Background: an optimization exercise with open tools, aiming at small area and a short achievable clock period. Do not read the settings as production practice. Where RTL was checked, it was by simulation tests only, not by an equivalence proof against the original. Only the layout flow was run in runs 4 to 6; the RTL was not checked for function there. Power is estimated from default activity; no workload was simulated.

$ cat design/flow/run.sh
#!/bin/bash
# synth_recipe.tcl (not shown) runs the flow's synth.tcl, then flattens the netlist and writes it again
# the make line also repeats each setting of config.mk as NAME=value (left out here)
make -C /OpenROAD-flow-scripts/flow DESIGN_CONFIG=/design/flow/config.mk WORK_HOME=/design/flow/orfs CLKGATE_MAP_FILE= SYNTH_SCRIPT=/design/flow/synth_recipe.tcl finish
$ cat design/flow/design.v
module Scrambler(
  input         clock,
  input         reset,
  input  [63:0] io_in,
  output [63:0] io_out
);
  reg [63:0] c1;
  reg [63:0] c2;
  reg [63:0] c3;
  reg [63:0] c4;
  reg [63:0] c5;
  reg [63:0] c6;
  reg [63:0] c7;
  reg [63:0] c8;
  reg [63:0] c9;
  reg [63:0] c10;
  reg [63:0] c11;
  reg [63:0] c12;
  reg [63:0] c13;
  reg [63:0] c14;
  reg [63:0] c15;
  reg [63:0] c16;
  reg [63:0] c17;
  reg [63:0] c18;
  reg [63:0] c19;
  reg [63:0] c20;
  reg [63:0] c21;
  reg [63:0] c22;
  reg [63:0] c23;
  reg  [4:0] cnt;    
  reg        vb;     
  reg        va;     
  wire [63:0] c1m  = va ? c1  : 64'h0;
  wire [63:0] c19m = vb ? c19 : 64'h0;
  wire [63:0] s    = c1m + c19m;
  assign io_out = io_in + c1m;
  always @(posedge clock) begin
    c23 <= io_out;
    c22 <= c23;
    c21 <= c22;
    c20 <= c21;
    c19 <= c20;
    c18 <= io_in + s;
    c17 <= c18;
    c16 <= c17;
    c15 <= c16;
    c14 <= c15;
    c13 <= c14;
    c12 <= c13;
    c11 <= c12;
    c10 <= c11;
    c9 <= c10;
    c8 <= c9;
    c7 <= c8;
    c6 <= c7;
    c5 <= c6;
    c4 <= c5;
    c3 <= c4;
    c2 <= c3;
    c1 <= c2;
  end
  always @(posedge clock) begin
    if (reset) begin
      cnt <= 5'd0;
      va  <= 1'b0;
      vb  <= 1'b0;
    end else begin
      if (!va) cnt <= cnt + 5'd1;
      if (cnt == 5'd4)  vb <= 1'b1;
      if (cnt == 5'd17) va <= 1'b1;
    end
  end
endmodule
$ cat design/flow/config.mk
export PLATFORM = sky130hd
export DESIGN_NAME = Scrambler
export DESIGN_NICKNAME = Scrambler
export VERILOG_FILES = /design/flow/design.v
export SDC_FILE = /design/flow/constraint.sdc
export NUM_CORES = 4
export LEC_CHECK = 0
export CAP_MARGIN = 20
export CORE_MARGIN = 2
export CORE_UTILIZATION = 40
export SLEW_MARGIN = 20
$ cat design/flow/constraint.sdc
create_clock -name core_clock -period 6.0 [get_ports {clock}]
set_input_delay 1.2000 -clock core_clock [delete_from_list [all_inputs] [get_ports {clock}]]
set_output_delay 1.2000 -clock core_clock [all_outputs]
set_load 0.01 [all_outputs]
==> impl_results.md, run 1 <==
* Fraction of layout cells with a size suffix above 1 at 16.3%
* Number of cells on the worst reg-to-reg path at 13
* Max cap viols at 0
* DIE AREA at 101000 µm²
* Sum Neg Setup Slack at 0 ns
* Clk sink count at 1479
* Critical path capture point type: output port
* Post-synthesis instance area at 39600 µm²
* Number of nets in the synthesized netlist at 3104
* Initial standard-cell utilization of the core at 40.3%
* Clock period minus worst slack at 5.82 ns
* Post-Route Skew at 0.0207 ns
* Type of the worst setup path: in2out
* Critical Path AT at 4.62 ns
* Total length of routed wires at 76.9 mm
* Async set-or-reset flop fraction in the synthesized netlist at 0%
* Highest achievable clock rate at 0.172 GHz
* Clock Tree Buf Depth at 3
* Number of H-tree levels at 4
* Worst EP required at 4.80 ns
* Die extent in y at 319 µm
* Hold Crit Class: reg2reg
* Leakage power at 21.4 nW
* Run status: timing/DRC/antenna clean
* Kind of start point of the critical path: input pin
* Vias per cell at 4.47
* Peak fanout along the critical path at 4
* Minimum hold slack at 0.306 ns
* Root Buffer Master: clkbuf_16
* Number of cell rows at 115
* Final weighted congestion in routability-driven placement at 0.855
* Clock insertion delay at the later pin of the skew report at 0.73 ns
* Number of cells on the worst hold path at 0
* 1st-pass router iterations at 6
* Most instantiated flip-flop cell in the synthesis netlist: dfxtp_1
* Peak ir drop on the vdd network at 0.230 mV
* Remaining antenna violation count at 0
* List of most frequent post-synthesis cells: dfxtp_1 (1479), a21oi_1 (142), and2_1 (137), ha_1 (128), nand2_1 (110)
* Most instantiated library cell after synthesis: dfxtp_1
* First-iteration detailed-routing DRC count at 1158
* Cell area reported after detailed placement at 44000 µm²
* TritonCTS clock tree: built
* Final count of pins violating max slew at 0
* EDFF count, synth at 0
* Actual slew at the worst max-slew pin at 0.941 ns
* Via count of the routed design at 21000
* Most area-hungry cell type in the Yosys netlist: dfxtp_1
* GRT Residual Overflow at 0
* Endpoints failing hold at 0
* Relative area change from synthesis to final layout at 23.9%
* Total of warnings raised by yosys at 1
* Power per cell area at 413 nW/µm²
* Global-route wire length before repair at 117 mm
* Via count of the first global-routing pass at 20600
* Top area cells in the synthesized netlist: dfxtp_1 (75%), ha_1 (4.0%), fa_1 (3.3%), and2_1 (2.2%), a21oi_1 (1.8%)
* Number of inserted filler cells in the final layout at 8493
* Tcrit/Tclk final at 97.1%
* Fraction of post-synthesis cell area in the top cell type by area at 74.8%
* Final Cell Area at 49000 µm²
* Unrepaired setup endpoints after global routing: yes
* Total global routing track utilization at 15.2%
* Number of nets at the end of the flow at 3552
* Sequential-to-total area share from yosys stat at 74.8%
* Quantity of hold-fixing buffers added after cts at 0
* Detailed-route wire length per cell at 16.4 µm
* Register bit count reported by yosys at 1479
* Maximum number of pins on one net before global-route repair at 47
* CORE AREA at 98300 µm²
* I/O pin total at 130
* Number of antenna violations at the first check in global routing at 6
* Chip Width at 319 µm
* Half-perimeter wire length after placement at 55.5 mm
* Remaining max-slew budget at the tightest pin at 36.5%
* Post-synth cell types at 82
* Setup-failing EPs final at 0
* Post-synthesis area per instance at 13.9 µm²
* PortBufs at 129
* Mapped Cells at 2845
* CTS clock-pin slew for the worst setup and hold paths at 0.06 ns
* # DRC at 0
* TritonCTS Buffers at 138
-- final cells by class --
| type | instances | area, µm² | share of cell area, % |
|---|---|---|---|
| flip-flops and latches | 1479 | 29600 | 60.4 |
| clock inverters | 59 | 681 | 1.39 |
| clock buffers | 191 | 3930 | 8.00 |
| inverters | 31 | 116 | 0.237 |
| well taps | 1287 | 1610 | 3.28 |
| multi-input cells | 1263 | 9850 | 20.1 |
| repair buffers | 380 | 3230 | 6.58 |
| diodes | 9 | 22.5 | 0.0459 |
-- final timing paths --
kind | startpoint | endpoint | slack [ns]
max | io_in[2] | io_out[33] | 0.18
min | c14[29] | c13[29] | 0.31
max reg2reg | vb | c18[41] | 1.31
min reg2reg | c14[29] | c13[29] | 0.31
-- metal layers --
metal	GRT usage (%)	vias to the layer above	wire length (µm)
met5	0	-	13
met4	6.60	2	2500
met3	3.33	145	3810
met2	22.1	471	31900
met1	21.6	9936	38700
li1	-	10400	-
-- cell families (layout without fill, tap and decap cells) --
logic type	Yosys count	after routing	synth area share (%)
other	0	9	0
DFF	1479	1479	74.8
buffers and inverters	103	661	1.04
AOI/OAI and AO/OA	445	445	7.41
xor gates and xnor gates	123	123	2.72
muxes	1	1	0.0253
adders and majority gates	193	193	7.33
and+or+nand+nor	501	501	6.66
-- layout by cell type (no fill, tap or decap), types with 12 or more instances in the layout --
cell,synthesis,layout
dfxtp_1,1479,1477
buf_4,1,248
clkbuf_16,0,142
and2_1,137,136
a21oi_1,142,136
ha_1,128,115
nand2_1,110,110
clkdlybuf4s50_1,0,107
nor2_1,92,89
a21o_1,78,78
xnor2_1,65,64
fa_1,65,64
xor2_1,58,58
o21ai_0,61,56
nand4_1,36,36
nand3_1,33,33
inv_1,31,31
clkbuf_1,54,29
o21bai_1,23,22
clkinv_2,0,22
clkbuf_8,0,21
nor3_1,20,20
o21ai_1,15,17
o21a_1,16,16
a31oi_1,14,14
and3_1,14,14
nor2b_1,12,12
-- per-stage QoR --
| stage | total power, mW | util, % | setup WS (ns) | std cells |
|---|---|---|---|---|
| CTS | 20.5 | 49.7 | -0.0700 | 4687 |
| finish | 20.3 | 49.9 | 0.176 | 4699 |
| detailed placement | 11.9 | 44.8 | -0.748 | 4430 |
| floorplan | 11.5 | - | 1.08 | 2845 |
| global placement | 11.9 | 44.8 | -0.738 | 4430 |
| global route | 21.1 | 49.9 | -0.0768 | 4690 |
-- power by group --
part / switching (mW) / internal, mW
registers: 0.199 / 10.8
clock network: 3.60 / 4.98
logic: 0.373 / 0.284
-- worst max-delay path, cell delays in order --
cell,delay (ns)
clkdlybuf4s50_1,0.46
ha_1,0.39
nand3_1,0.20
nor2_2,0.15
o21ai_0,0.09
buf_4,0.14
a21o_1,0.18
o311a_4,0.40
buf_4,0.17
o21ai_2,0.16
a21oi_1,0.09
buf_4,0.17
xnor2_2,0.23
clkdlybuf4s50_1,0.59
-- what timing repair did --
action                     CTS  global route
gates resized for setup     44            46
gates cloned                 0             1
pin swaps                   18            11
buffers inserted             7             2
setup endpoints to repair   28            22
==> run 2: changes to the inputs <==
--- a/design/flow/config.mk
+++ b/design/flow/config.mk
@@ -5,7 +5,9 @@
 export SDC_FILE = /design/flow/constraint.sdc
 export NUM_CORES = 4
 export LEC_CHECK = 0
+export ABC_CLOCK_PERIOD_IN_PS = 3000
 export CAP_MARGIN = 20
 export CORE_MARGIN = 2
 export CORE_UTILIZATION = 40
+export SETUP_SLACK_MARGIN = 2.2
 export SLEW_MARGIN = 20
==> impl_results.md, run 2 <==
* Run status: timing/DRC/antenna clean
* Top area cells in the synthesized netlist: dfxtp_1 (75%), ha_1 (4.0%), fa_1 (3.3%), and2_1 (2.2%), a21oi_1 (1.8%)
* Cell area reported after detailed placement at 44100 µm² (+0.20%)
* CORE AREA at 98300 µm² (unchanged)
* Total global routing track utilization at 15.5% (+0.31 points)
* Power per cell area at 393 nW/µm² (-4.7%)
* I/O pin total at 130 (unchanged)
* Minimum hold slack at 0.290 ns (-0.0154 ns)
* Sum Neg Setup Slack at 0 ns (unchanged)
* Via count of the routed design at 21300 (+1.4%)
* Endpoints failing hold at 0 (unchanged)
* Unrepaired setup endpoints after global routing: yes
* GRT Residual Overflow at 0 (unchanged)
* Post-synthesis instance area at 39600 µm² (unchanged)
* Filler-free cell count of the finished design at 4717 (+0.38%)
* # DRC at 0 (unchanged)
* Maximum number of pins on one net before global-route repair at 40 (-15%)
* Via count of the first global-routing pass at 20800 (+1.0%)
* Actual slew at the worst max-slew pin at 0.694 ns (-0.248 ns)
* Async set-or-reset flop fraction in the synthesized netlist at 0% (unchanged)
* CTS clock-pin slew for the worst setup and hold paths at 0.08 ns (+0.02 ns)
* Sequential-to-total area share from yosys stat at 74.8% (unchanged)
* Tcrit/Tclk final at 90.4% (-6.7 points)
* 1st-pass router iterations at 7 (+1)
* Peak ir drop on the vdd network at 0.266 mV (+16%)
* Post-Route Skew at 0.0375 ns (+0.0168 ns)
* Number of cell rows at 115 (unchanged)
* First-iteration detailed-routing DRC count at 1147 (-0.95%)
* Final cell utilization of the core at 53.1% (+3.1 points)
* Most frequent cells in the layout: dfxtp_1 (1477), buf_4 (220), clkbuf_16 (143)
* TritonCTS Buffers at 138 (unchanged)
* Setup-failing EPs final at 0 (unchanged)
* Number of inserted filler cells in the final layout at 8101 (-4.6%)
* Final weighted congestion in routability-driven placement at 0.869 (+1.6%)
* Clk sink count at 1479 (unchanged)
* Sequential Area at 29600 µm² (about the same)
* Post-synth cell types at 82 (unchanged)
* EDFF count, synth at 0 (unchanged)
* Critical Path AT at 4.22 ns (-0.40 ns)
* Clock insertion delay at the later pin of the skew report at 0.73 ns (about the same)
* Chip Width at 319 µm (unchanged)
* Type of the worst setup path: in2out
* List of most frequent post-synthesis cells: dfxtp_1 (1479), a21oi_1 (142), and2_1 (137), ha_1 (128), nand2_1 (110)
* PortBufs at 129 (unchanged)
* Remaining max-slew budget at the tightest pin at 53.3% (+17 points)
* Total length of routed wires at 80.0 mm (+4.0%)
* Clock Tree Buf Depth at 3 (unchanged)
* Post-synthesis area per instance at 13.9 µm² (unchanged)
* Final Cell Area at 52100 µm² (+6.3%)
* Detailed-route wire length per cell at 17.0 µm (+3.6%)
* Highest achievable clock rate at 0.184 GHz (+7.4%)
* Number of H-tree levels at 4 (unchanged)
* TritonCTS clock tree: built
* Register bit count reported by yosys at 1479 (unchanged)
* Worst setup timing slack at the placement stage at -0.229 ns (+0.519 ns)
* Min setup slack post-route at 0.577 ns (+0.402 ns)
* Initial standard-cell utilization of the core at 40.3% (unchanged)
* DIE AREA at 101000 µm² (unchanged)
* Max cap viols at 0 (unchanged)
* Fraction of post-synthesis cell area in the top cell type by area at 74.8% (unchanged)
* Root Buffer Master: clkbuf_16
* Number of nets at the end of the flow at 3585 (+0.93%)
* Leakage power at 22.5 nW (+4.8%)
* Relative area change from synthesis to final layout at 31.7%
* Quantity of hold-fixing buffers added after cts at 0 (unchanged)
* Hold Crit Class: reg2reg
* Critical path capture point type: output port
* Vias per cell at 4.52 (+1.0%)
* Worst EP required at 4.80 ns (about the same)
* Global-route wire length before repair at 120 mm (+2.9%)
* Most area-hungry cell type in the Yosys netlist: dfxtp_1
* Area occupied by multi-input gates at 12400 µm² (+26%)
* Fraction of layout cells with a size suffix above 1 at 27.7% (+11 points)
* Number of nets in the synthesized netlist at 3104 (unchanged)
* Half-perimeter wire length after placement at 54.4 mm (-2.1%)
* Mapped Cells at 2845 (unchanged)
* Remaining antenna violation count at 0 (unchanged)
* Final Total Pwr at 20.5 mW (+1.3%)
* Most instantiated flip-flop cell in the synthesis netlist: dfxtp_1
* Commonest non-fill, non-tap cell in the layout: dfxtp_1
* Clock period minus worst slack at 5.42 ns (-0.402 ns)
* Number of cells after detailed placement at 4352 (-1.8%)
* Final count of pins violating max slew at 0 (unchanged)
* Die extent in y at 319 µm (unchanged)
* Most instantiated library cell after synthesis: dfxtp_1
* Number of antenna violations at the first check in global routing at 2 (-4)
* Total of warnings raised by yosys at 1 (unchanged)
* Peak fanout along the critical path at 3 (-1)
* Kind of start point of the critical path: input pin
==> run 2: cell types whose count changed in the layout (fill, tap and decap cells not counted), moves of 21 or more <==
cell / previous run / this run
buf_2: 0 / 26
a21oi_1: 136 / 100
ha_1: 115 / 56
ha_4: 5 / 48
buf_6: 0 / 71
buf_4: 248 / 220
xnor2_1: 64 / 23
clkdlybuf4s50_1: 107 / 27
and2_4: 0 / 26
xor2_1: 58 / 37
and2_1: 136 / 104
o21ai_0: 56 / 29
xnor2_2: 1 / 28
dlygate4sd2_1: 9 / 32
==> run 2: cells by family (layout without fill, tap and decap cells) <==
group                    Yosys count  count (layout)  synth area share [%]
other                              0               1                     0
adder cells (fa/ha/maj)          193             193                  7.33
flip-flops                      1479            1479                  74.8
AND/OR/NAND/NOR                  501             501                  6.66
buffers and inverters            103             687                  1.04
multiplexers                       1               1                0.0253
AO/OA/AOI/OAI                    445             445                  7.41
XOR/XNOR                         123             123                  2.72
==> run 2: layout make-up <==
class                      count  area share [%]
timing repair buffer         413            7.08
clock buffer                 207            8.00
multi-input combinational   1263            23.8
tap                         1287            3.09
clock inverter                36           0.977
antenna                        1         0.00480
sequential                  1479            56.8
inverter                      31           0.228
==> run 2: worst max-delay path, stage by stage <==
cell and delay [ns]:
dlygate4sd2_1 0.25, ha_4 0.15, inv_2 0.04, fa_2 0.34
nand2b_4 0.18, a21oi_4 0.24, o21ai_4 0.11, a21oi_4 0.25
a211oi_4 0.12, o31a_1 0.27, buf_6 0.14, o41ai_4 0.29
buf_6 0.19, a31oi_4 0.10, xnor2_2 0.19, buf_2 0.15
==> run 2: path summary, 6_finish.rpt <==
path | to | slack, ns | cells after the start | start
max | io_out[58] | 0.58 | 16 | io_in[0]
min | c1[26] | 0.29 | 0 | c2[26]
max reg2reg | c18[59] | 1.85 | 18 | va
min reg2reg | c1[26] | 0.29 | 0 | c2[26]
==> run 2: routing by layer <==
| metal | up-vias | global-route usage, % | routed length [µm] |
|---|---|---|---|
| li1 | 10500 | - | - |
| met1 | 10300 | 21.7 | 39000 |
| met2 | 409 | 23.6 | 35800 |
| met3 | 125 | 3.47 | 3660 |
| met4 | 0 | 5.02 | 1560 |
| met5 | - | 0 | 0 |
==> run 2: what timing repair did <==
item                                    in CTS  in global routing
cloned                                       4                  0
endpoints found under the setup margin     110                109
gates resized for setup                    427                347
pin swaps                                   80                106
setup buffers                               45                 72
endpoints found under the hold margin        0                  0
==> run 2: power by group <==
group	internal [mW]	switching, mW	leakage (nW)
sequential	10.8	0.201	12.5
combinational	0.333	0.429	7.69
clock	5.24	3.50	2.29
total	16.4	4.13	22.5
==> run 3: changes to the inputs <==
--- a/design/flow/config.mk
+++ b/design/flow/config.mk
@@ -8,6 +8,7 @@
 export ABC_CLOCK_PERIOD_IN_PS = 3000
 export CAP_MARGIN = 20
 export CORE_MARGIN = 2
-export CORE_UTILIZATION = 40
+export CORE_UTILIZATION = 55
+export CTS_BUF_LIST = sky130_fd_sc_hd__clkbuf_4 sky130_fd_sc_hd__clkbuf_8
 export SETUP_SLACK_MARGIN = 2.2
 export SLEW_MARGIN = 20
==> impl_results.md, run 3 <==
* Run status: timing/DRC/antenna clean
* Worst setup timing slack at the placement stage at -0.365 ns (-0.136 ns)
* Total length of routed wires at 83.8 mm (+4.8%)
* Post-Route Skew at 0.0377 ns (+0.000238 ns)
* Chip Width at 272 µm (-15%)
* Number of nets in the synthesized netlist at 3104 (unchanged)
* Number of cell rows at 98 (-15%)
* Clk sink count at 1479 (unchanged)
* Hold Crit Class: reg2reg
* Number of H-tree levels at 4 (unchanged)
* Leakage power at 22.7 nW (+0.99%)
* Relative area change from synthesis to final layout at 31.5%
* Worst EP required at 4.80 ns (about the same)
* Most instantiated library cell after synthesis: dfxtp_1
* I/O pin total at 130 (unchanged)
* Sequential-to-total area share from yosys stat at 74.8% (unchanged)
* Max cap viols at 0 (unchanged)
* Remaining max-slew budget at the tightest pin at 59.8% (+6.5 points)
* Fraction of post-synthesis cell area in the top cell type by area at 74.8% (unchanged)
* Endpoints failing hold at 0 (unchanged)
* Number of buffer and inverter stages on the critical path at 6 (+1)
* Category of cells accounting for the largest share of critical-path delay: compound AO/OA/AOI/OAI gates
* CORE AREA at 71400 µm² (-27%)
* Initial standard-cell utilization of the core at 55.5% (+15 points)
* Async set-or-reset flop fraction in the synthesized netlist at 0% (unchanged)
* Tcrit/Tclk final at 91.2% (+0.87 points)
* Number of antenna violations at the first check in global routing at 1 (-1)
* Peak fanout along the critical path at 5 (+2)
* PortBufs at 129 (unchanged)
* Unrepaired setup endpoints after global routing: yes
* Final weighted congestion in routability-driven placement at 0.904 (+4.0%)
* CP cell instances: buf_12, buf_12, and2_4, ha_4, and3_4, nand4_1, buf_4, buf_6, o311a_4, buf_8, o21ai_4, a21oi_4, o21a_1, a311oi_4, buf_2
* Remaining antenna violation count at 0 (unchanged)
* Root Buffer Master: clkbuf_8
* Most instantiated flip-flop cell in the synthesis netlist: dfxtp_1
* GRT Residual Overflow at 0 (unchanged)
* Die extent in y at 272 µm (-15%)
* Setup-failing EPs final at 0 (unchanged)
* Final Total Pwr at 20.2 mW (-1.4%)
* Clock insertion delay at the later pin of the skew report at 0.84 ns (+0.11 ns)
* Actual slew at the worst max-slew pin at 0.603 ns (-0.0906 ns)
* Kind of start point of the critical path: flip-flop
* Register bit count reported by yosys at 1479 (unchanged)
* Critical path capture point type: output port
* Fraction of layout cells with a size suffix above 1 at 31.8% (+4.1 points)
* Min setup slack post-route at 0.525 ns (-0.0521 ns)
* Highest-delay cell along the critical path: a311oi_4
* Via count of the routed design at 22300 (+4.5%)
* Clock Tree Buf Depth at 3 (unchanged)
* Top area cells in the synthesized netlist: dfxtp_1 (75%), ha_1 (4.0%), fa_1 (3.3%), and2_1 (2.2%), a21oi_1 (1.8%)
* CTS clock-pin slew for the worst setup and hold paths at 0.06 ns (-0.02 ns)
* Quantity of hold-fixing buffers added after cts at 0 (unchanged)
* DIE AREA at 74100 µm² (-27%)
* Total of warnings raised by yosys at 1 (unchanged)
* Post-synthesis area per instance at 13.9 µm² (unchanged)
* Final cell utilization of the core at 72.9% (+20 points)
* Type of the worst setup path: reg2out
* Final count of pins violating max slew at 0 (unchanged)
* Cell area reported after detailed placement at 43600 µm² (-1.1%)
* Detailed-route wire length per cell at 18.6 µm (+9.5%)
* Global-route wire length before repair at 125 mm (+4.4%)
* Most area-hungry cell type in the Yosys netlist: dfxtp_1
* Power per cell area at 389 nW/µm² (-1.2%)
* Final Cell Area at 52000 µm² (-0.22%)
* EDFF count, synth at 0 (unchanged)
* Post-synth cell types at 82 (unchanged)
* TritonCTS clock tree: built
* # DRC at 0 (unchanged)
* Via count of the first global-routing pass at 23000 (+11%)
* Critical Path AT at 4.27 ns (+0.05 ns)
* 1st-pass router iterations at 5 (-2)
* Clock period minus worst slack at 5.47 ns (+0.0521 ns)
* Maximum number of pins on one net before global-route repair at 38 (-5.0%)
* Cell repeated most along the worst path: buf_12
* Post-synthesis instance area at 39600 µm² (unchanged)
* Total global routing track utilization at 22.0% (+6.5 points)
* Vias per cell at 4.93 (+9.2%)
* Most frequent cells in the layout: dfxtp_1 (1477), clkbuf_8 (257), buf_4 (211)
* Half-perimeter wire length after placement at 53.6 mm (-1.5%)
* List of most frequent post-synthesis cells: dfxtp_1 (1479), a21oi_1 (142), and2_1 (137), ha_1 (128), nand2_1 (110)
* Slowest stage delay, CP at 0.43 ns (+0.09 ns)
* Highest achievable clock rate at 0.183 GHz (-0.95%)
* Commonest non-fill, non-tap cell in the layout: dfxtp_1
* First-iteration detailed-routing DRC count at 1044 (-9.0%)
* TritonCTS Buffers at 204 (+48%)
* Peak ir drop on the vdd network at 0.374 mV (+40%)
* Number of nets at the end of the flow at 3656 (+2.0%)
* Mapped Cells at 2845 (unchanged)
## run 3: changes by cell type in the layout (fill, tap and decap cells not counted), sizes merged, moves of 5 or more
cell           change
clkbuf           +102
clkdlybuf4s50      +9
dlygate4sd2        -7
clkinv            +18
dlymetal6s2s       +8
clkdlybuf4s15      -5
## run 3: what timing repair did
action	4_1_cts	5_1_grt
pin swaps	97	130
setup buffers	46	85
setup endpoints to repair	111	112
resized for setup	447	352
gates cloned	3	0
## run 3: per-stage QoR
stage                     hold slack [ns]  std cells  setup TNS (ns)
after global routing                0.299       4515               0
final                               0.295       4516               0
after CTS                           0.296       4429               0
after detailed placement            0.312       4007           -2.19
after floorplan                     0.310       2845               0
after global placement              0.309       4007           -2.07
## run 3: final timing paths
check                           startpoint          to  slack (ns)  cells after the start
worst max register to register          va     c18[45]        1.97                     15
worst min register to register     c17[55]     c16[55]        0.29                      0
worst min-delay path               c17[55]     c16[55]        0.29                      0
worst max-delay path                    va  io_out[41]        0.53                     15
## run 3: kinds of logic after synthesis
| family | after synthesis | synth area share (%) |
|---|---|---|
| mux | 1 | 0.0253 |
| fa+ha+maj | 193 | 7.33 |
| simple gates | 501 | 6.66 |
| compound gates | 445 | 7.41 |
| xor+xnor | 123 | 2.72 |
| buf+inv | 103 | 1.04 |
| flops | 1479 | 74.8 |
## run 3: cell type report
class                      count  area (µm²)
sequential                  1479       29600
inverter                      31         116
fill                        4617       19300
tap                          950        1190
clock buffer                 313        3960
timing repair buffer         418        3740
antenna                        2        5.00
multi-input combinational   1263       12700
clock inverter                60         734
## run 3: per-layer routing
metal	global-route usage, %	vias up	wire, µm
met4	8.96	0	2270
met3	4.25	164	3610
met1	30.3	10800	39200
met5	0	-	0
met2	34.3	574	38700
li1	-	10700	-
## run 3: where the power goes
part           switching, mW  total, mW  leakage, nW  internal, mW
Sequential             0.235       11.1         12.5          10.8
Clock                   3.63       8.41         2.47          4.78
Combinational          0.426      0.764         7.74         0.338
Total                   4.29       20.2         22.7          15.9
==> run 4: changes to the inputs <==
--- a/design/flow/design.v
+++ b/design/flow/design.v
@@ -30,16 +30,16 @@
   reg  [4:0] cnt;    
   reg        vb;     
   reg        va;     
-  wire [63:0] c1m  = va ? c1  : 64'h0;
-  wire [63:0] c19m = vb ? c19 : 64'h0;
-  wire [63:0] s    = c1m + c19m;
-  assign io_out = io_in + c1m;
+  wire vb_next = !reset && (vb || cnt == 5'd4);
+  wire va_next = !reset && (va || cnt == 5'd17);
+  wire [63:0] s = c1 + c19;
+  assign io_out = io_in + c1;
   always @(posedge clock) begin
     c23 <= io_out;
     c22 <= c23;
     c21 <= c22;
     c20 <= c21;
-    c19 <= c20;
+    c19 <= vb_next ? c20 : 64'h0;
     c18 <= io_in + s;
     c17 <= c18;
     c16 <= c17;
@@ -57,17 +57,15 @@
     c4 <= c5;
     c3 <= c4;
     c2 <= c3;
-    c1 <= c2;
+    c1  <= va_next ? c2 : 64'h0;
   end
   always @(posedge clock) begin
     if (reset) begin
       cnt <= 5'd0;
-      va  <= 1'b0;
-      vb  <= 1'b0;
-    end else begin
-      if (!va) cnt <= cnt + 5'd1;
-      if (cnt == 5'd4)  vb <= 1'b1;
-      if (cnt == 5'd17) va <= 1'b1;
+    end else if (!va) begin
+      cnt <= cnt + 5'd1;
     end
+    vb <= vb_next;
+    va <= va_next;
   end
 endmodule
--- a/design/flow/config.mk
+++ b/design/flow/config.mk
@@ -9,6 +9,5 @@
 export CAP_MARGIN = 20
 export CORE_MARGIN = 2
 export CORE_UTILIZATION = 55
-export CTS_BUF_LIST = sky130_fd_sc_hd__clkbuf_4 sky130_fd_sc_hd__clkbuf_8
-export SETUP_SLACK_MARGIN = 2.2
+export SETUP_SLACK_MARGIN = 2.0
 export SLEW_MARGIN = 20
==> impl_results.md, run 4 <==
* Quantity of hold-fixing buffers added after cts at 0 (unchanged)
* Final Cell Area at 50400 µm² (-3.1%)
* Most frequent cells in the layout: dfxtp_1 (1478), buf_4 (180), and2_1 (135), clkbuf_16 (135), a21oi_1 (97)
* Highest achievable clock rate at 0.182 GHz (-0.30%)
* CTS clock-pin slew for the worst setup and hold paths at 0.06 ns (about the same)
* Vias per cell at 4.94 (+0.12%)
* Commonest non-fill, non-tap cell in the layout: dfxtp_1
* Critical Path AT at 4.29 ns (+0.02 ns)
* Reg2reg end: c18[54]
* Root Buffer Master: clkbuf_16
* TritonCTS Buffers at 135 (-34%)
* Detailed-route wire length per cell at 17.7 µm (-4.9%)
* Sequential Area at 29600 µm² (about the same)
* Number of cells after detailed placement at 3942 (-1.6%)
* Number of nets in the synthesized netlist at 3058 (-1.5%)
* Type of the worst setup path: in2out
* Sequential-to-total area share from yosys stat at 75.4% (+0.56 points)
* Power per cell area at 402 nW/µm² (+3.5%)
* Actual slew at the worst max-slew pin at 0.889 ns (+0.286 ns)
* Maximum number of pins on one net before global-route repair at 66 (+74%)
* Remaining antenna violation count at 0 (unchanged)
* PortBufs at 129 (unchanged)
* Clock insertion delay at the later pin of the skew report at 0.72 ns (-0.12 ns)
* EDFF count, synth at 0 (unchanged)
* Post-synth cell types at 72 (-12%)
* Top area cells in the synthesized netlist: dfxtp_1 (75%), ha_1 (4.1%), fa_1 (3.3%), and2_1 (2.2%), a21oi_1 (1.8%)
* Async set-or-reset flop fraction in the synthesized netlist at 0% (unchanged)
* Number of cells on the worst hold path at 0 (unchanged)
* # DRC at 0 (unchanged)
* Minimum setup slack among reg-to-reg paths at 2.25 ns (+0.28 ns)
* Number of cell rows at 97 (-1.0%)
* Die extent in y at 271 µm (-0.37%)
* I/O pin total at 130 (unchanged)
* Final count of pins violating max slew at 0 (unchanged)
* Clock Tree Buf Depth at 3 (unchanged)
* Run status: timing/DRC/antenna clean
* Number of cells on the worst reg-to-reg path at 14 (-1)
* Filler-free cell count of the finished design at 4293 (-4.9%)
* Area occupied by multi-input gates at 11700 µm² (-7.9%)
* DIE AREA at 73600 µm² (-0.74%)
* Endpoints failing hold at 0 (unchanged)
* Post-synthesis area per instance at 14.0 µm² (+0.89%)
* Max cap viols at 0 (unchanged)
* Fraction of layout cells with a size suffix above 1 at 25.0% (-6.8 points)
* Half-perimeter wire length after placement at 49.1 mm (-8.4%)
* Critical path capture point type: output port
* Min-Delay Startpoint: c5[18]
* Mapped Cells at 2799 (-1.6%)
* Initial standard-cell utilization of the core at 55.8% (+0.35 points)
* Total length of routed wires at 75.8 mm (-9.6%)
* Clk sink count at 1479 (unchanged)
* List of most frequent post-synthesis cells: dfxtp_1 (1479), and2_1 (139), a21oi_1 (138), ha_1 (128), nor2_1 (93)
* Tcrit/Tclk final at 91.5% (+0.28 points)
* Post-Route Skew at 0.0261 ns (-0.0116 ns)
* Chip Width at 271 µm (-0.37%)
* First-iteration detailed-routing DRC count at 1061 (+1.6%)
* Clock period minus worst slack at 5.49 ns (+0.0167 ns)
* Reg-to-Reg Start: c1[7]
* Most instantiated library cell after synthesis: dfxtp_1
* Final weighted congestion in routability-driven placement at 0.934 (+3.4%)
* CORE AREA at 70400 µm² (-1.4%)
* 1st-pass router iterations at 6 (+1)
* Peak fanout along the critical path at 3 (-2)
* Most area-hungry cell type in the Yosys netlist: dfxtp_1
* Cell area reported after detailed placement at 43100 µm² (-1.1%)
* Worst EP required at 4.80 ns (about the same)
* Number of antenna violations at the first check in global routing at 2 (+1)
* TritonCTS clock tree: built
* Total global routing track utilization at 20.4% (-1.6 points)
* Kind of start point of the critical path: input pin
* Post-synthesis instance area at 39300 µm² (-0.75%)
* Number of inserted filler cells in the final layout at 4692 (+1.6%)
* Register bit count reported by yosys at 1479 (unchanged)
* Via count of the first global-routing pass at 21600 (-6.1%)
* Unrepaired setup endpoints after global routing: yes
* Worst hold path endpoint: c4[18]
* Relative area change from synthesis to final layout at 28.4%
* Peak ir drop on the vdd network at 0.320 mV (-14%)
* Number of H-tree levels at 4 (unchanged)
* GRT Residual Overflow at 0 (unchanged)
* Leakage power at 22.1 nW (-2.7%)
* Setup-failing EPs final at 0 (unchanged)
* Most instantiated flip-flop cell in the synthesis netlist: dfxtp_1
* Via count of the routed design at 21200 (-4.8%)
* Hold Crit Class: reg2reg
* Remaining max-slew budget at the tightest pin at 40.7% (-19 points)
* Final Total Pwr at 20.3 mW (+0.35%)
* Global-route wire length before repair at 117 mm (-6.6%)
* Fraction of post-synthesis cell area in the top cell type by area at 75.4% (+0.56 points)
* Total of warnings raised by yosys at 1 (unchanged)
* Number of nets at the end of the flow at 3502 (-4.2%)
==> run 4: changes by cell type in the layout (fill, tap and decap cells not counted), moves of 16 or more <==
cell             before  now
and2_1               91  135
and2_4               38    3
buf_4               211  180
clkbuf_1              0   16
clkbuf_16             0  135
clkbuf_4             56    0
clkbuf_8            257   31
clkdlybuf4s50_1      36   19
ha_1                 44   67
ha_4                 68   42
nand2_1              90   73
==> run 4: layout make-up <==
cell class	instances	share of cell area (%)
Antenna cell	2	0.00993
Clock buffer	182	7.67
Clock inverter	63	1.57
Inverter	39	0.290
Multi-Input combinational cell	1217	23.1
Sequential cell	1479	58.7
Tap cell	940	2.33
Timing Repair Buffer	371	6.27
==> run 4: worst max-delay path by stage <==
stage / depth (start not counted) / to / slack (ns) / start
after CTS: 15 / io_out[58] / 0.54 / io_in[0]
after floorplan: 13 / io_out[40] / 1.15 / io_in[0]
after global placement: 17 / io_out[48] / -0.40 / io_in[0]
after detailed placement: 15 / io_out[62] / -0.39 / io_in[0]
after global routing: 16 / io_out[40] / 0.45 / io_in[0]
final: 16 / io_out[40] / 0.51 / io_in[0]
==> run 4: kinds of logic after synthesis <==
family                   count (synthesis)  share of synthesized area [%]
AND/OR/NAND/NOR                        458                           6.09
adder cells (fa/ha/maj)                193                           7.39
multiplexers                             3                         0.0796
flip-flops                            1479                           75.4
buffers and inverters                  103                          0.991
AO/OA/AOI/OAI                          445                           7.45
XOR/XNOR                               118                           2.63
==> run 4: power breakdown <==
group	leakage [nW]	switching, mW	internal (mW)
clock network	2.27	3.68	4.97
registers	12.4	0.211	10.7
logic	7.37	0.383	0.302
total	22.1	4.27	16.0
==> run 4: worst max-delay path: stages <==
cell and delay [ns]:
buf_6 0.10, ha_4 0.15, inv_2 0.05, fa_2 0.21
nor2b_2 0.05, o31a_1 0.25, o31a_1 0.28, o21a_4 0.24
a21oi_4 0.29, buf_6 0.16, o21bai_4 0.06, a311o_2 0.48
a21bo_4 0.27, a21oi_4 0.17, xnor2_2 0.14, buf_2 0.17
==> run 4: metal layers <==
layer / up-vias / routed length (µm) / track usage [%]
met2: 487 / 35000 / 32.1
met3: 166 / 3100 / 3.78
met4: 0 / 2090 / 7.62
met1: 10300 / 35600 / 28.1
met5: - / 0 / 0
li1: 10200 / - / -
==> run 4: what timing repair did <==
action	4_1_cts	5_1_grt
pin swaps	101	109
hold endpoints to repair	0	0
setup buffers	47	57
setup endpoints to repair	97	86
gates resized for setup	526	202
==> run 4: through the flow <==
stage / utilization (%) / hold slack, ns / TNS [ns] / setup WS [ns]
2_1_floorplan: - / 0.310 / 0 / 1.15
3_3_place_gp: 61.3 / 0.310 / -3.29 / -0.404
3_5_place_dp: 61.3 / 0.312 / -3.65 / -0.393
4_1_cts: 69.7 / 0.315 / 0 / 0.541
5_1_grt: 71.6 / 0.318 / 0 / 0.454
6_report: 71.6 / 0.311 / 0 / 0.509
==> run 5: changes to the inputs <==
--- a/design/flow/design.v
+++ b/design/flow/design.v
@@ -1,3 +1,24 @@
+module add64_sk(input [63:0] a, input [63:0] b, output [63:0] s);
+  reg [63:0] g, p, gn, pn;
+  integer i, d;
+  always @* begin
+    g = a & b;
+    p = a ^ b;
+    for (d = 1; d < 64; d = d * 2) begin
+      gn = g;
+      pn = p;
+      for (i = 0; i < 64; i = i + 1) begin
+        if ((i / d) % 2 == 1) begin
+          gn[i] = g[i] | (p[i] & g[(i / d) * d - 1]);
+          pn[i] = p[i] & p[(i / d) * d - 1];
+        end
+      end
+      g = gn;
+      p = pn;
+    end
+  end
+  assign s = a ^ b ^ {g[62:0], 1'b0};
+endmodule
 module Scrambler(
   input         clock,
   input         reset,
@@ -33,7 +54,7 @@
   wire vb_next = !reset && (vb || cnt == 5'd4);
   wire va_next = !reset && (va || cnt == 5'd17);
   wire [63:0] s = c1 + c19;
-  assign io_out = io_in + c1;
+  add64_sk u_out (.a(io_in), .b(c1), .s(io_out));
   always @(posedge clock) begin
     c23 <= io_out;
     c22 <= c23;
==> impl_results.md, run 5 <==
* Run status: timing/DRC/antenna clean
* Clock period minus worst slack at 5.49 ns (-0.00528 ns)
* Register bit count reported by yosys at 1479 (unchanged)
* DIE AREA at 71300 µm² (-3.1%)
* Type of the worst setup path: in2out
* Power per cell area at 419 nW/µm² (+4.2%)
* Number of H-tree levels at 4 (unchanged)
* Internal power of the cells at 16.2 mW (+1.1%)
* Top area cells in the synthesized netlist: dfxtp_1 (78%), ha_1 (4.2%), fa_1 (3.7%), and2_1 (2.2%), xnor2_1 (1.6%)
* Largest family of logic cells by synthesized area: adder cells
* Post-synthesis area per instance at 14.9 µm² (+5.9%)
* CORE AREA at 68600 µm² (-2.6%)
* GRT Residual Overflow at 0 (unchanged)
* Async set-or-reset flop fraction in the synthesized netlist at 0% (unchanged)
* Mapped Cells at 2561 (-8.5%)
* 1st-pass router iterations at 4 (-2)
* Met1 demand-to-capacity share in global routing at 24.9% (-3.3 points)
* Chip Width at 267 µm (-1.5%)
* CTS clock-pin slew for the worst setup and hold paths at 0.06 ns (about the same)
* Total length of routed wires at 65.2 mm (-14%)
* First-iteration detailed-routing DRC count at 696 (-34%)
* Share of power burned in the clock network at 42.9% (+0.3 points)
* Post-synthesis instance area at 38100 µm² (-3.1%)
* Most area-hungry cell type in the Yosys netlist: dfxtp_1
* Most frequent cells in the layout: dfxtp_1 (1479), buf_4 (199), clkbuf_16 (140)
* Reported net switching power at 4.11 mW (-3.9%)
* EDFF count, synth at 0 (unchanged)
* PortBufs at 129 (unchanged)
* Global routing usage on met2 at 29.4% (-2.7 points)
* Leakage power at 21.3 nW (-3.5%)
* CP cell instances: clkdlybuf4s15_1, ha_4, and4_4, and2_1, a221oi_2, buf_4, o22ai_4, a2111oi_4, o21ai_4, a31o_1, buf_4, buf_6, buf_6, o21a_1, nor2_2, xnor2_2, buf_2
* Fraction of post-synthesis cell area in the top cell type by area at 77.8% (+2.4 points)
* Global-route wire length before repair at 102 mm (-13%)
* Kind of start point of the critical path: input pin
* Final count of pins violating max slew at 0 (unchanged)
* Clock insertion delay at the later pin of the skew report at 0.71 ns (about the same)
* # DRC at 0 (unchanged)
* Slowest stage delay, CP at 0.33 ns (-0.15 ns)
* Category of cells accounting for the largest share of critical-path delay: compound AO/OA/AOI/OAI gates
* Setup-failing EPs final at 0 (unchanged)
* Number of antenna violations at the first check in global routing at 2 (unchanged)
* Remaining max-slew budget at the tightest pin at 31.0% (-9.8 points)
* Critical Path AT at 4.29 ns (about the same)
* Endpoints failing hold at 0 (unchanged)
* Vias per cell at 4.66 (-5.6%)
* Max cap viols at 0 (unchanged)
* Share of power burned in registers at 54.1% (about the same)
* Worst EP required at 4.80 ns (about the same)
* Minimum hold slack at 0.312 ns (+0.00146 ns)
* Fraction of layout cells with a size suffix above 1 at 23.9% (-1.1 points)
* Via count of the first global-routing pass at 19500 (-9.7%)
* Peak fanout along the critical path at 3 (unchanged)
* Hold Crit Class: reg2reg
* Fraction of the mapped netlist area in adder cells at 7.86% (+0.47 points)
* Post-Route Skew at 0.0193 ns (-0.00679 ns)
* Peak ir drop on the vdd network at 0.344 mV (+7.3%)
* Most instantiated library cell after synthesis: dfxtp_1
* Proportion of synthesized area in mux cells at 0.0526% (-0.027 points)
* Combinational group share of total power at 3.0% (-0.4 points)
* Relative area change from synthesis to final layout at 27.1%
* Via count of the routed design at 18900 (-11%)
* Fraction of power spent switching nets at 20.2% (-0.82 points)
* Most Used Layer, Global Route: met2
* Initial standard-cell utilization of the core at 55.5% (-0.31 points)
* Critical path capture point type: output port
* Most instantiated flip-flop cell in the synthesis netlist: dfxtp_1
* Highest-delay cell along the critical path: a2111oi_4
* Total global routing track utilization at 18.5% (-1.9 points)
* Number of buffer and inverter stages on the critical path at 6 (+2)
* Sequential-to-total area share from yosys stat at 77.8% (+2.4 points)
* TritonCTS Buffers at 137 (+1.5%)
* Root Buffer Master: clkbuf_16
* GR Util met3 at 3.57% (-0.21 points)
* Remaining antenna violation count at 0 (unchanged)
* Post-synth cell types at 62 (-14%)
* Detailed-route wire length per cell at 16.1 µm (-8.9%)
* Number of cell rows at 96 (-1.0%)
* Unrepaired setup endpoints after global routing: yes
* Half-perimeter wire length after placement at 41.2 mm (-16%)
* Synthesized-area fraction occupied by and/or/nand/nor cells at 5.37% (-0.72 points)
* Clock Tree Buf Depth at 3 (unchanged)
* Commonest non-fill, non-tap cell in the layout: dfxtp_1
* Sum Neg Setup Slack at 0 ns (unchanged)
* Number of nets in the synthesized netlist at 2824 (-7.7%)
* Clk sink count at 1479 (unchanged)
* Die extent in y at 267 µm (-1.5%)
* List of most frequent post-synthesis cells: dfxtp_1 (1479), and2_1 (136), ha_1 (127), a21oi_1 (101), fa_1 (70)
* Total of warnings raised by yosys at 2 (+1)
* Maximum number of pins on one net before global-route repair at 54 (-18%)
* Area fraction in compound gates after synthesis at 5.55% (-1.9 points)
* Number of nets at the end of the flow at 3275 (-6.5%)
* Min setup slack post-route at 0.514 ns (+0.00528 ns)
* Filler-free cell count of the finished design at 4056 (-5.5%)
* Number of cells after detailed placement at 3705 (-6.0%)
* Actual slew at the worst max-slew pin at 1.03 ns (+0.144 ns)
* Highest achievable clock rate at 0.182 GHz (about the same)
* TritonCTS clock tree: built
* Tcrit/Tclk final at 91.4% (about the same)
* Post-synthesis xor/xnor area fraction at 2.65% (+0.015 points)
* Worst setup timing slack at the placement stage at -0.468 ns (-0.0751 ns)
* I/O pin total at 130 (unchanged)
* Final weighted congestion in routability-driven placement at 0.852 (-8.7%)
run 5: stage by stage:
| step | power [mW] | util, % | area (µm²) |
|---|---|---|---|
| floorplan | 11.4 | - | 38300 |
| global placement | 11.7 | 60.7 | 41600 |
| detailed placement | 11.7 | 60.7 | 41600 |
| CTS | 20.5 | 68.3 | 46900 |
| global route | 21.1 | 70.5 | 48400 |
| finish | 20.3 | 70.6 | 48400 |
run 5: logic make-up after synthesis:
kind of cell | Yosys count
buffers and inverters | 74
and+or+nand+nor | 375
DFF | 1479
xor gates and xnor gates | 115
muxes | 2
adders and majority gates | 197
AOI/OAI and AO/OA | 319
run 5: path summary, 6_finish.rpt:
path	start	end	slack (ns)	cells after the start
max	io_in[30]	io_out[61]	0.51	17
min reg2reg	c22[13]	c21[13]	0.31	0
max reg2reg	c1[0]	c23[47]	0.78	33
min	c22[13]	c21[13]	0.31	0
run 5: cell type report:
cell class	instances	area, µm²
Antenna cell	1	2.50
Fill cell	4673	20200
Timing Repair Buffer	349	2800
Clock buffer	192	3950
Multi-Input combinational cell	1008	9980
Inverter	37	141
Tap cell	931	1160
Clock inverter	59	746
Sequential cell	1479	29600
run 5: timing repair:
item                       4_1_cts  5_1_grt
setup buffers                   43       56
hold buffers                     0        0
pin swaps                       78      129
gates resized for setup        324      275
setup endpoints to repair       97       96
run 5: layer usage:
| layer | share of wire (%) | routed length (µm) |
|---|---|---|
| met1 | 47 | 30500 |
| met2 | 48 | 31000 |
| met3 | 3.1 | 2040 |
| met4 | 2.4 | 1590 |
| met5 | 0 | 0 |
run 5: power groups by stage:
stage / logic (mW) / clock network [mW] / registers (mW)
final: 0.609 / 8.70 / 11.0
after global routing: 0.662 / 9.34 / 11.1
after CTS: 0.542 / 8.93 / 11.0
after detailed placement: 0.532 / 0 / 11.2
after global placement: 0.529 / 0 / 11.2
after floorplan: 0.283 / 0 / 11.1
==> run 6: changes to the inputs <==
==> design/flow/design.v (replaced) <==
module Scrambler(
  input         clock,
  input         reset,
  input  [63:0] io_in,
  output [63:0] io_out
);
  reg [63:0] z1;  
  reg [63:0] z2;  
  reg [63:0] z3;  
  reg [63:0] z4;  
  reg [63:0] z5;  
  reg [63:0] z6;  
  reg [63:0] z7;  
  reg [63:0] z8;  
  reg [63:0] z9;  
  reg [63:0] z10;  
  reg [63:0] z11;  
  reg [63:0] z12;  
  reg [63:0] z13;  
  reg [63:0] z14;  
  reg [63:0] z15;  
  reg [63:0] z16;  
  reg [63:0] z17;  
  reg [63:0] z18;  
  reg [63:0] z19;  
  reg [63:0] z20;  
  reg [63:0] z21;  
  reg [63:0] z22;  
  reg [63:0] z23;  
  wire [63:0] y0 = z18 + z23;  
  assign io_out = y0 + io_in;  
  always @(posedge clock) begin
    if (reset) begin
      z1 <= 64'h0;
      z2 <= 64'h0;
      z3 <= 64'h0;
      z4 <= 64'h0;
      z5 <= 64'h0;
      z6 <= 64'h0;
      z7 <= 64'h0;
      z8 <= 64'h0;
      z9 <= 64'h0;
      z10 <= 64'h0;
      z11 <= 64'h0;
      z12 <= 64'h0;
      z13 <= 64'h0;
      z14 <= 64'h0;
      z15 <= 64'h0;
      z16 <= 64'h0;
      z17 <= 64'h0;
      z18 <= 64'h0;
      z19 <= 64'h0;
      z20 <= 64'h0;
      z21 <= 64'h0;
      z22 <= 64'h0;
      z23 <= 64'h0;
    end else begin
      z1 <= io_out;  
      z2 <= z1;  
      z3 <= z2;  
      z4 <= z3;  
      z5 <= z4;  
      z6 <= z5;  
      z7 <= z6;  
      z8 <= z7;  
      z9 <= z8;  
      z10 <= z9;  
      z11 <= z10;  
      z12 <= z11;  
      z13 <= z12;  
      z14 <= z13;  
      z15 <= z14;  
      z16 <= z15;  
      z17 <= z16;  
      z18 <= z17;  
      z19 <= z18;  
      z20 <= z19;  
      z21 <= z20;  
      z22 <= z21;  
      z23 <= z22;  
    end
  end
endmodule
==> design/flow/config.mk (replaced) <==
export PLATFORM = sky130hd
export DESIGN_NAME = Scrambler
export DESIGN_NICKNAME = Scrambler
export VERILOG_FILES = /design/flow/design.v
export SDC_FILE = /design/flow/constraint.sdc
export NUM_CORES = 4
export LEC_CHECK = 0
export CAP_MARGIN = 20
export CORE_MARGIN = 2
export CORE_UTILIZATION = 40
export SLEW_MARGIN = 20
==> impl_results.md, run 6 <==
* Number of nets in the synthesized netlist at 3916 (+39%)
* Kind of start point of the critical path: input pin
* Initial standard-cell utilization of the core at 40.3% (-15 points)
* Commonest non-fill, non-tap cell in the layout: dfxtp_1
* Remaining antenna violation count at 0 (unchanged)
* Highest achievable clock rate at 0.169 GHz (-7.3%)
* Post-Route Skew at 0.0299 ns (+0.0106 ns)
* Tcrit/Tclk final at 98.7% (+7.2 points)
* Post-synth cell types at 69 (+11%)
* Total global routing track utilization at 13.1% (-5.4 points)
* Final Total Pwr at 19.3 mW (-5.0%)
* Endpoints failing hold at 0 (unchanged)
* Sequential-to-total area share from yosys stat at 66.2% (-12 points)
* I/O pin total at 130 (unchanged)
* Top area cells in the synthesized netlist: dfxtp_1 (66%), nor2b_1 (21%), fa_1 (2.9%), ha_1 (1.7%), clkbuf_1 (1.4%)
* # DRC at 0 (unchanged)
* Slowest stage delay, CP at 0.54 ns (+0.21 ns)
* Minimum hold slack at 0.422 ns (+0.110 ns)
* Run status: timing/DRC/antenna clean
* CTS clock-pin slew for the worst setup and hold paths at 0.06 ns (about the same)
* Root Buffer Master: clkbuf_16
* GRT Residual Overflow at 0 (unchanged)
* Fraction of layout cells with a size suffix above 1 at 14.8% (-9.2 points)
* Half-perimeter wire length after placement at 47.3 mm (+15%)
* Chip Width at 338 µm (+26%)
* Clock period minus worst slack at 5.92 ns (+0.435 ns)
* Die extent in y at 338 µm (+26%)
* Most instantiated flip-flop cell in the synthesis netlist: dfxtp_1
* Unrepaired setup endpoints after global routing: yes
* CP cell instances: dlygate4sd2_1, fa_1, ha_4, nand4_1, nor3_4, inv_1, o22a_1, a311o_1, buf_6, a21oi_4, buf_6, buf_4, a21oi_4, o211ai_1, o31ai_2, nor2_1, buf_2
* Quantity of hold-fixing buffers added after cts at 0 (unchanged)
* Setup-failing EPs final at 0 (unchanged)
* Max cap viols at 0 (unchanged)
* Fraction of post-synthesis cell area in the top cell type by area at 66.2% (-12 points)
* Number of inserted filler cells in the final layout at 9832 (+110%)
* Number of cell rows at 122 (+27%)
* Total length of routed wires at 74.9 mm (+15%)
* Vias per cell at 4.15 (-11%)
* Most instantiated library cell after synthesis: dfxtp_1
* Most area-hungry cell type in the Yosys netlist: dfxtp_1
* Area occupied by multi-input gates at 14700 µm² (+48%)
* Number of antenna violations at the first check in global routing at 11 (+9)
* Clock insertion delay at the later pin of the skew report at 0.73 ns (+0.02 ns)
* EDFF count, synth at 0 (unchanged)
* Power per cell area at 355 nW/µm² (-15%)
* TritonCTS clock tree: built
* Via count of the routed design at 23500 (+24%)
* Min setup slack post-route at 0.0793 ns (-0.435 ns)
* Share of power burned in the clock network at 45.9% (+3.0 points)
* Clock Tree Buf Depth at 3 (unchanged)
* Post-synthesis instance area at 44500 µm² (+17%)
* Total of warnings raised by yosys at 1 (-1)
* Number of nets at the end of the flow at 4260 (+30%)
* Async set-or-reset flop fraction in the synthesized netlist at 0% (unchanged)
* Relative area change from synthesis to final layout at 21.9%
* First-iteration detailed-routing DRC count at 1054 (+51%)
* Register bit count reported by yosys at 1472 (-0.47%)
* Detailed-route wire length per cell at 13.2 µm (-18%)
* Sum Neg Setup Slack at 0 ns (unchanged)
* Final count of pins violating max slew at 0 (unchanged)
* Leakage power at 22.2 nW (+4.4%)
* Critical Path AT at 4.72 ns (+0.43 ns)
* 1st-pass router iterations at 6 (+2)
* Fraction of power spent switching nets at 21.0% (+0.76 points)
* List of most frequent post-synthesis cells: dfxtp_1 (1472), nor2b_1 (1470), clkbuf_1 (168), a21oi_1 (76), fa_1 (64)
* CORE AREA at 111000 µm² (+61%)
* Highest-delay cell along the critical path: fa_1
* Remaining max-slew budget at the tightest pin at 37.6% (+6.6 points)
* PortBufs at 129 (unchanged)
* Peak fanout along the critical path at 4 (+1)
* Via count of the first global-routing pass at 21800 (+12%)
* Actual slew at the worst max-slew pin at 0.936 ns (-0.0973 ns)
* Maximum number of pins on one net before global-route repair at 208 (+290%)
* Share of power burned in registers at 51.1% (-3.0 points)
* Post-synthesis area per instance at 12.0 µm² (-20%)
* DIE AREA at 114000 µm² (+60%)
* Worst setup timing slack at the placement stage at -0.715 ns (-0.247 ns)
* Peak ir drop on the vdd network at 0.258 mV (-25%)
* Number of H-tree levels at 4 (unchanged)
* Critical path capture point type: output port
* Clk sink count at 1472 (-0.47%)
* Internal power of the cells at 15.2 mW (-5.9%)
* Final weighted congestion in routability-driven placement at 0.831 (-2.6%)
* Worst EP required at 4.80 ns (about the same)
* Mapped Cells at 3724 (+45%)
* Type of the worst setup path: in2out
* Combinational group share of total power at 3.0% (about the same)
* Global-route wire length before repair at 117 mm (+14%)
* Sequential Area at 29500 µm² (-0.47%)
* Hold Crit Class: reg2reg
* Most frequent cells in the layout: dfxtp_1 (1472), nor2b_1 (1470), buf_4 (257)
* TritonCTS Buffers at 145 (+5.8%)
* Reported net switching power at 4.05 mW (-1.5%)
run 6: cell families (layout without fill, tap and decap cells):
logic type / count (synthesis) / after routing / synth area share [%]
AND/OR/NAND/NOR: 1617 / 1617 / 22.2
flip-flops: 1472 / 1472 / 66.2
AO/OA/AOI/OAI: 227 / 227 / 3.53
buffers and inverters: 217 / 672 / 2.15
adder cells (fa/ha/maj): 126 / 126 / 4.62
XOR/XNOR: 63 / 63 / 1.24
multiplexers: 2 / 2 / 0.0590
other: 0 / 5 / 0
run 6: worst max-delay path, delay by kind of cell:
kind	cells	cell delay, ns
AOI/OAI and AO/OA	6	1.19
adders and majority gates	2	0.85
buffers and inverters	6	0.90
and+or+nand+nor	3	0.57
run 6: worst paths after layout:
kind,cells past startpoint,end,startpoint,slack [ns]
worst max register to register,18,z1[63],z23[22],1.76
worst min register to register,1,z5[39],z4[39],0.42
worst min-delay path,1,z5[39],z4[39],0.42
worst max-delay path,17,io_out[63],io_in[23],0.08
run 6: through the flow:
stage	cells	utilization, %	area (µm²)
floorplan	3724	-	44500
finish	5672	49.1	54300
global placement	5383	44.0	48700
global route	5668	49.1	54300
detailed placement	5383	44.0	48700
CTS	5654	48.7	53800
run 6: final cells by class:
class	count	area share [%]
clock buffers	212	7.79
inverters	21	0.145
repair buffers	393	6.15
multi-input cells	2035	27.2
well taps	1488	3.43
clock inverters	46	1.03
flip-flops and latches	1472	54.3
diodes	5	0.0230
run 6: power groups by stage:
stage | clock network (mW) | registers, mW | logic [mW]
4_1_cts | 9.15 | 9.85 | 0.575
2_1_floorplan | 0 | 10.1 | 0.298
5_1_grt | 9.57 | 9.85 | 0.630
6_report | 8.84 | 9.86 | 0.575
3_3_place_gp | 0 | 10.1 | 0.570
3_5_place_dp | 0 | 10.1 | 0.569
run 6: metal layers:
| metal | routed length (µm) | GRT usage (%) | vias up |
|---|---|---|---|
| li1 | - | - | 12300 |
| met1 | 39000 | 19.1 | 10800 |
| met2 | 30200 | 18.2 | 320 |
| met3 | 3200 | 3.16 | 159 |
| met4 | 2380 | 5.96 | 4 |
| met5 | 19 | 0 | - |
run 6: repair_timing:
item | in CTS | in global routing
pin swaps | 39 | 78
resized for setup | 130 | 91
endpoints found under the setup margin | 46 | 29
buffers inserted | 13 | 15
gates cloned | 0 | 0

==> separate check: timing with driven ports <==
Ports are ideal in the flow. The routed layouts listed here were re-timed in OpenROAD.
Step 1: set_driving_cell puts a clkbuf_16 on clock and a buf_2 on each other input, an assumption about the parent block.
Step 2 also shifts input and output timing later by t, the mid clock arrival at the registers, as if the neighbouring blocks saw the same clock.
a / b / c = no drivers / after step 1 / after step 2; a / b = the first two.
run	t (ns)	setup slack, ns	worst register clock-pin slew, ns	cell pins on the clock port's net
run 1	0.784	0.176 / 0.146 / 0.146	0.07 / 0.07	1
run 2	0.775	0.577 / 0.534 / 0.553	0.08 / 0.08	1
run 3	0.887	0.525 / 0.463 / 0.568	0.08 / 0.08	1
run 4	0.768	0.509 / 0.477 / 0.477	0.07 / 0.07	1
run 5	0.762	0.514 / 0.485 / -0.212	0.07 / 0.07	1
run 6	0.787	0.079 / 0.061 / 0.061	0.06 / 0.06	1
With both steps, setup timing fails in run 5, where it was met with ideal ports. The setup slack of run 5, which loses most, moves by -0.029 ns with the drivers and by -0.726 ns with both steps.
